This is an optimization exercise on Yosys and OpenROAD, whose aim is a short achievable clock period and few clock cycles, not a production implementation.
The RTL was checked by simulation tests, not by an equivalence proof against the original design.
No activity file was given, so power comes from the tool's default toggle rates.

==> flow/design.v, too long to show whole: its modules and the start of the top module <==
// module mul_csa4: 1346 lines
// module csa_4to2: 6 lines
// module pfx_add: 29 lines
// module cpu: 823 lines
module cpu(	input clock,
			input reset,
			output 	[31:0] PC_out,
			input  	[31:0] instr_in,
			output 	[31:0] data_addr,
			output ren,
			output wen,
			output 	[31:0] data_out,
			input 	[31:0] data_in,
			output 	[3:0]  byte_select,
			input memReady
			);
  // ...
==> flow/flow/run.sh <==
#!/bin/bash
# Own layout flow: the standard synthesis unchanged, then ORFS from floorplan to
# finish with a tighter setup repair target (the design's SDC is unchanged; only
# repair_timing's margin is raised) and buf_4 cells as the port buffers.
set -euo pipefail
bash standard.sh synth > synth_make.log 2>&1
bash standard.sh finish SETUP_SLACK_MARGIN=14.8 TNS_END_PERCENT=100 \
  "BUFFER_PORTS_ARGS=-buffer_cell sky130_fd_sc_hd__buf_4" > layout_make.log 2>&1
==> flow/standard.sh <==
#!/bin/bash
# synth_recipe.tcl (not shown) runs the flow's synth.tcl, then flattens the netlist and writes it again
# the make line also repeats each setting of config.mk as NAME=value (left out here)
make -C /OpenROAD-flow-scripts/flow DESIGN_CONFIG=/design/flow/config.mk WORK_HOME=/design/flow/orfs CLKGATE_MAP_FILE= SYNTH_SCRIPT=/design/flow/synth_recipe.tcl "${@:-finish}"
==> flow/config.mk <==
export PLATFORM = sky130hd
export DESIGN_NAME = cpu
export DESIGN_NICKNAME = cpu
export VERILOG_FILES = /design/flow/design.v
export SDC_FILE = /design/flow/constraint.sdc
export NUM_CORES = 8
export LEC_CHECK = 0
export ABC_CLOCK_PERIOD_IN_PS = 5000
export CAP_MARGIN = 30
export CORE_MARGIN = 2
export CORE_UTILIZATION = 40
export SLEW_MARGIN = 30
==> flow/constraint.sdc <==
create_clock -name core_clock -period 20.0 [get_ports {clock}]
set_input_delay 4.0000 -clock core_clock [delete_from_list [all_inputs] [get_ports {clock}]]
set_output_delay 4.0000 -clock core_clock [all_outputs]
set_load 0.01 [all_outputs]
==> out/qor.csv, run 1 <==
stage;metric;value;unit
worst_setup_path;Reg2Reg Setup Slack;14270;ps
worst_hold_path;worst hold path startpoint;x_m0[0];
clock_network;clock-pin slew on the worst setup and hold paths;60;ps
power_and_ir_drop;Pwr Total;35.7;mW
route;routed wl met3;237000;um
worst_setup_path;RR Startpoint;d_s1oh[13];
layout;Top reg by flops;dc_data;
synthesis;post-synthesis simple-gate area fraction;13.4;%
route;metal2 WL;645000;um
layout;Post-Layout Inst Area;0.355;mm2
die;row count;321;
place;Post-DP Area;0.321;mm2
timing;setup TNS;0;ps
clock_network;clk sinks;5382;
synthesis;Synth cell types;115;
synthesis;Main synth FF type;edfxtp_1;
outcome;outcome;no timing/DRC/antenna violations;
clock_network;CTS Buf Count;618;
route;WL met1;551000;um
power_and_ir_drop;P_int;22.9;mW
grt;global-route wire length before repair;2120000;um
clock_network;CTS hold repair buffers;0;
timing;slew margin rel.;11.0;%
place;Final HPWL DP;1030000;um
job;Max Cap Violations;0;
worst_hold_path;WHS Path Cells;0;
place;RePlAce Congestion;1.08;
timing;Tcrit/Tclk final;30.0;%
clock_network;H-tree depth;6;
power_and_ir_drop;Seq power;13.8;mW
Testbench counts, summed over its fixed seeds: cycles 94,323.
==> inputs of run 2 (changes only) <==
--- a/flow/flow/run.sh
+++ b/flow/flow/run.sh
@@ -4,5 +4,5 @@
 # repair_timing's margin is raised) and buf_4 cells as the port buffers.
 set -euo pipefail
 bash standard.sh synth > synth_make.log 2>&1
-bash standard.sh finish SETUP_SLACK_MARGIN=14.8 TNS_END_PERCENT=100 \
+bash standard.sh finish SETUP_SLACK_MARGIN=15.2 TNS_END_PERCENT=100 \
   "BUFFER_PORTS_ARGS=-buffer_cell sky130_fd_sc_hd__buf_4" > layout_make.log 2>&1
==> out/qor.csv, run 2 <==
stage;metric;value;unit;change
synthesis;Commonest cells post-synth;5,292 x nand2_1, 4,639 x edfxtp_1, 2,285 x o21ai_0;;
place;Final HPWL DP;1050000;um;+1.6%
route;Post-Route WL;1650000;um;
timing;slew margin rel.;17.8;%;+6.8 points
clock_network;worst-skew pair later-pin latency;1250;ps;
synthesis;top cells by area, synth;edfxtp_1 45%, nand2_1 6.5%, mux2i_1 4.6%, mux4_2 3.8%, o21ai_0 3.7%;;
synthesis;area leader, netlist;edfxtp_1;;
clock_network;CTS hold repair buffers;0;;unchanged
power_and_ir_drop;P_int;23.3;mW;+1.7%
die;Die X;879;um;
route;antenna-violating nets left;0;;
route;via count;270000;;
synthesis;post-synthesis net count;29800;;
power_and_ir_drop;Sw Ratio;36.3;%;
timing;clk_skew;136;ps;
worst_setup_path;Worst Setup Start Kind;input pin;;
clock_network;CTS tree;done;;
grt;initial antenna violation count;157;;
route;top sig layer;met5;;
synthesis;Seq/Total Area, Yosys;50.8;%;
place;RePlAce Congestion;1.04;;-3.9%
synthesis;most frequent cell after synthesis;nand2_1;;
synthesis;Synth Instances;28900;;
clock_network;clock-pin slew on the worst setup and hold paths;60;ps;about the same
clock_network;CTS max path bufs;4;;
layout;Top reg by flops;dc_data;;
synthesis;Synthesis Warnings;5;;
grt;global route overflow;0;;
clock_network;Clock Tree Root;clkbuf_16;;
die;Die Span Y;879;um;
layout;biggest regs;dc_data: 1024 flops, rf: 992 flops, dc_tag: 800 flops;;
place;Inst Count DP;37500;;
timing;Slew Limit Fails;0;;
worst_setup_path;Worst EP arrival;7110;ps;
layout;Layout Nets;29800;;
grt;total track usage;40.8;%;
synthesis;post-synth top area share;45.5;%;
worst_setup_path;WP data required;21050;ps;
place;number of buffers added on ports;168;;
outcome;outcome;no timing/DRC/antenna violations;;
power_and_ir_drop;leak pwr;138;nW;
timing;worst slew pin tran;1230;ps;
clock_network;H-tree depth;6;;unchanged
power_and_ir_drop;Max IR drop VDD;117;uV;
power_and_ir_drop;Clk pwr share;32.3;%;
layout;area delta synth->final;18.5;%;
route;wire length per cell;41.5;um;
timing;setup TNS;0;ps;unchanged
grt;vias in the first global route;247000;;
clock_network;CTS Buf Count;619;;+0.16%
layout;post-route non-filler standard cell count;39800;;
layout;leading cell type in the layout, fill and taps excluded;nand2_1;;
worst_hold_path;Hold WC Path Type;flop to flop;;
route;Starting DRT DRC Count;49300;;
synthesis;Synth async-reset ratio;5.44;%;
synthesis;Netlist Area Pre-Place;0.306;mm2;
route;routed wl met3;237000;um;about the same
clock_network;clk sinks;5382;;unchanged
layout;most frequent cells in the layout;4,879 x nand2_1, 4,639 x edfxtp_1, 2,127 x o21ai_0, 1,376 x mux2i_1, 1,340 x nor2_1;;
die;die area;0.772;mm2;
route;drt first pass iters;15;;
power_and_ir_drop;Flop pwr share;37.5;%;
synthesis;Synth cell types;115;;unchanged
layout;share of layout cells above drive strength 1;18.7;%;
synthesis;Post-synth EDFFs;4639;;
route;metal2 WL;671000;um;+4.0%
timing;fmax;165;MHz;
timing;unrepaired setup endpoints after global routing;yes;;
timing;Final Setup Violations;0;;
synthesis;#FFs+latches synth;5382;;
worst_setup_path;crit path max fanout;4;;
worst_setup_path;WS Path Type;input pin to flop;;
grt;global-route wire length before repair;2180000;um;+2.7%
power_and_ir_drop;PD cells;101;mW/mm2;
die;Starting Density;40.1;%;
die;io pins;169;;
synthesis;Main synth FF type;edfxtp_1;;
worst_setup_path;r2r worst-path depth;22;;
power_and_ir_drop;Comb power frac;30.1;%;
job;Max Cap Violations;0;;unchanged
worst_setup_path;Worst Setup End Kind;flop;;
route;drc violations;0;;
timing;Hold Vio Cnt, Final;0;;
die;row count;321;;unchanged
timing;minimum clock period;6060;ps;
worst_hold_path;WHS Path Cells;0;;unchanged
timing;Tcrit/Tclk final;30.3;%;+0.31 points
route;Avg Vias per Cell;6.80;;
layout;max reg flops;1024;;
power_and_ir_drop;Switch Pwr;13.3;mW;
synthesis;syn avg cell area;10.6;um2;
grt;largest net degree at the start of global routing;112;;
route;WL met1;574000;um;+4.0%
die;placeable core area;0.764;mm2;
## run 2: cell counts after synthesis
Identical to the previous run, type by type.
## run 2: cell type report
| class | instances | area (um2) |
|---|---|---|
| clock buffers | 836 | 17100 |
| clock inverters | 300 | 3430 |
| repair buffers | 2038 | 22200 |
| repair inverters | 3 | 38.8 |
| diodes | 153 | 383 |
| flip-flops and latches | 5382 | 156000 |
| well taps | 10200 | 12700 |
| multi-input cells | 20300 | 149000 |
| inverters | 621 | 2440 |
| fillers | 68700 | 401000 |
## run 2: per-stage QoR
step / hold WS [ps] / util [%] / total power, mW / setup WS, ps / cell area [um2]
floorplan: 329 / - / 18.9 / 7010 / 308000
global placement: 373 / 42.0 / 23.2 / 12110 / 320000
detailed placement: 373 / 42.1 / 23.3 / 12270 / 321000
CTS: 382 / 46.7 / 35.8 / 14010 / 357000
global route: 394 / 47.5 / 37.2 / 13830 / 363000
finish: 376 / 47.5 / 36.6 / 13940 / 363000
## run 2: path summary, 6_finish.rpt
kind	endpoint	startpoint	slack (ps)
setup / recovery	pc_f1[15]	instr_in[22]	13940
max in group asynchronous	dc_bv[16][2]	reset	15390
min in group asynchronous	btb_v[9]	reset	2760
hold / removal	ld_w[9]	o_w[9]	380
setup reg to reg	x_addr[31]	rf_ok[24]	14190
hold reg to reg	ld_w[9]	o_w[9]	380
## run 2: layer usage
| layer | vias up | track usage (%) |
|---|---|---|
| met3 | 7169 | 15.5 |
| li1 | 105000 | - |
| met2 | 24700 | 57.7 |
| met5 | - | 1.00 |
| met1 | 133000 | 50.3 |
| met4 | 88 | 30.9 |
## run 2: kinds of logic after synthesis
| kind of cell | count (synthesis) | share of synthesized area [%] |
|---|---|---|
| flops | 5382 | 50.8 |
| fa+ha+maj | 838 | 4.52 |
| compound gates | 6401 | 13.5 |
| xor+xnor | 1615 | 4.66 |
| simple gates | 9260 | 13.4 |
| mux | 2100 | 9.02 |
| buf+inv | 3327 | 4.13 |
## run 2: timing repair
action	4_1_cts	5_1_grt
setup endpoints to repair	6169	3428
cloned	90	19
pin swaps	364	298
resized for setup	1837	730
buffers inserted	561	237
## run 2: worst max-delay path, cell delays in order
cell	delay, ps
buf_12	110
ha_4	250
a21o_1	120
a21oi_2	60
o21bai_1	160
a21o_1	260
a21oi_4	90
buf_12	150
o211ai_1	170
buf_4	220
nand2_8	70
buf_4	180
buf_6	120
nor2_4	80
and4_1	220
a21oi_2	40
xnor2_1	140
a211oi_2	260
a21oi_2	50
a221o_1	330
## run 2: power by group through the flow
| stage | sequential [mW] | combinational (mW) | clock (mW) |
|---|---|---|---|
| after floorplan | 13.5 | 5.39 | 0 |
| after global routing | 13.7 | 11.2 | 12.2 |
| after global placement | 14.1 | 9.19 | 0 |
| final | 13.7 | 11.0 | 11.8 |
| after CTS | 13.7 | 10.2 | 11.8 |
| after detailed placement | 14.1 | 9.21 | 0 |

## port drivers added, routing unchanged
In the flow no input, the clock included, has a driving cell. The finished layouts below were timed again as built, in two steps.
Step 1, drivers: a clkbuf_16 drives clock and a buf_2 each remaining input, both assumed.
Step 2, shift: input delay + t, output delay - t, t = (earliest + latest rising clock arrival at the registers) / 2. This alone moves slack from input paths to output paths.
Three values: ideal ports, drivers, drivers and shift; two values: the first two.
run | t (ns) | setup WS [ns] | slew at the worst register clock pin (ns)
run 1 | 1.347 | 14.006 / 13.887 / 12.982 | 0.07 / 0.07
run 2 | 1.323 | 13.944 / 13.996 / 12.673 | 0.07 / 0.07
After both steps setup and hold are still met in every run listed. For run 2, which loses most, drivers alone change the setup slack by +0.052 ns; drivers and shift together by -1.271 ns.
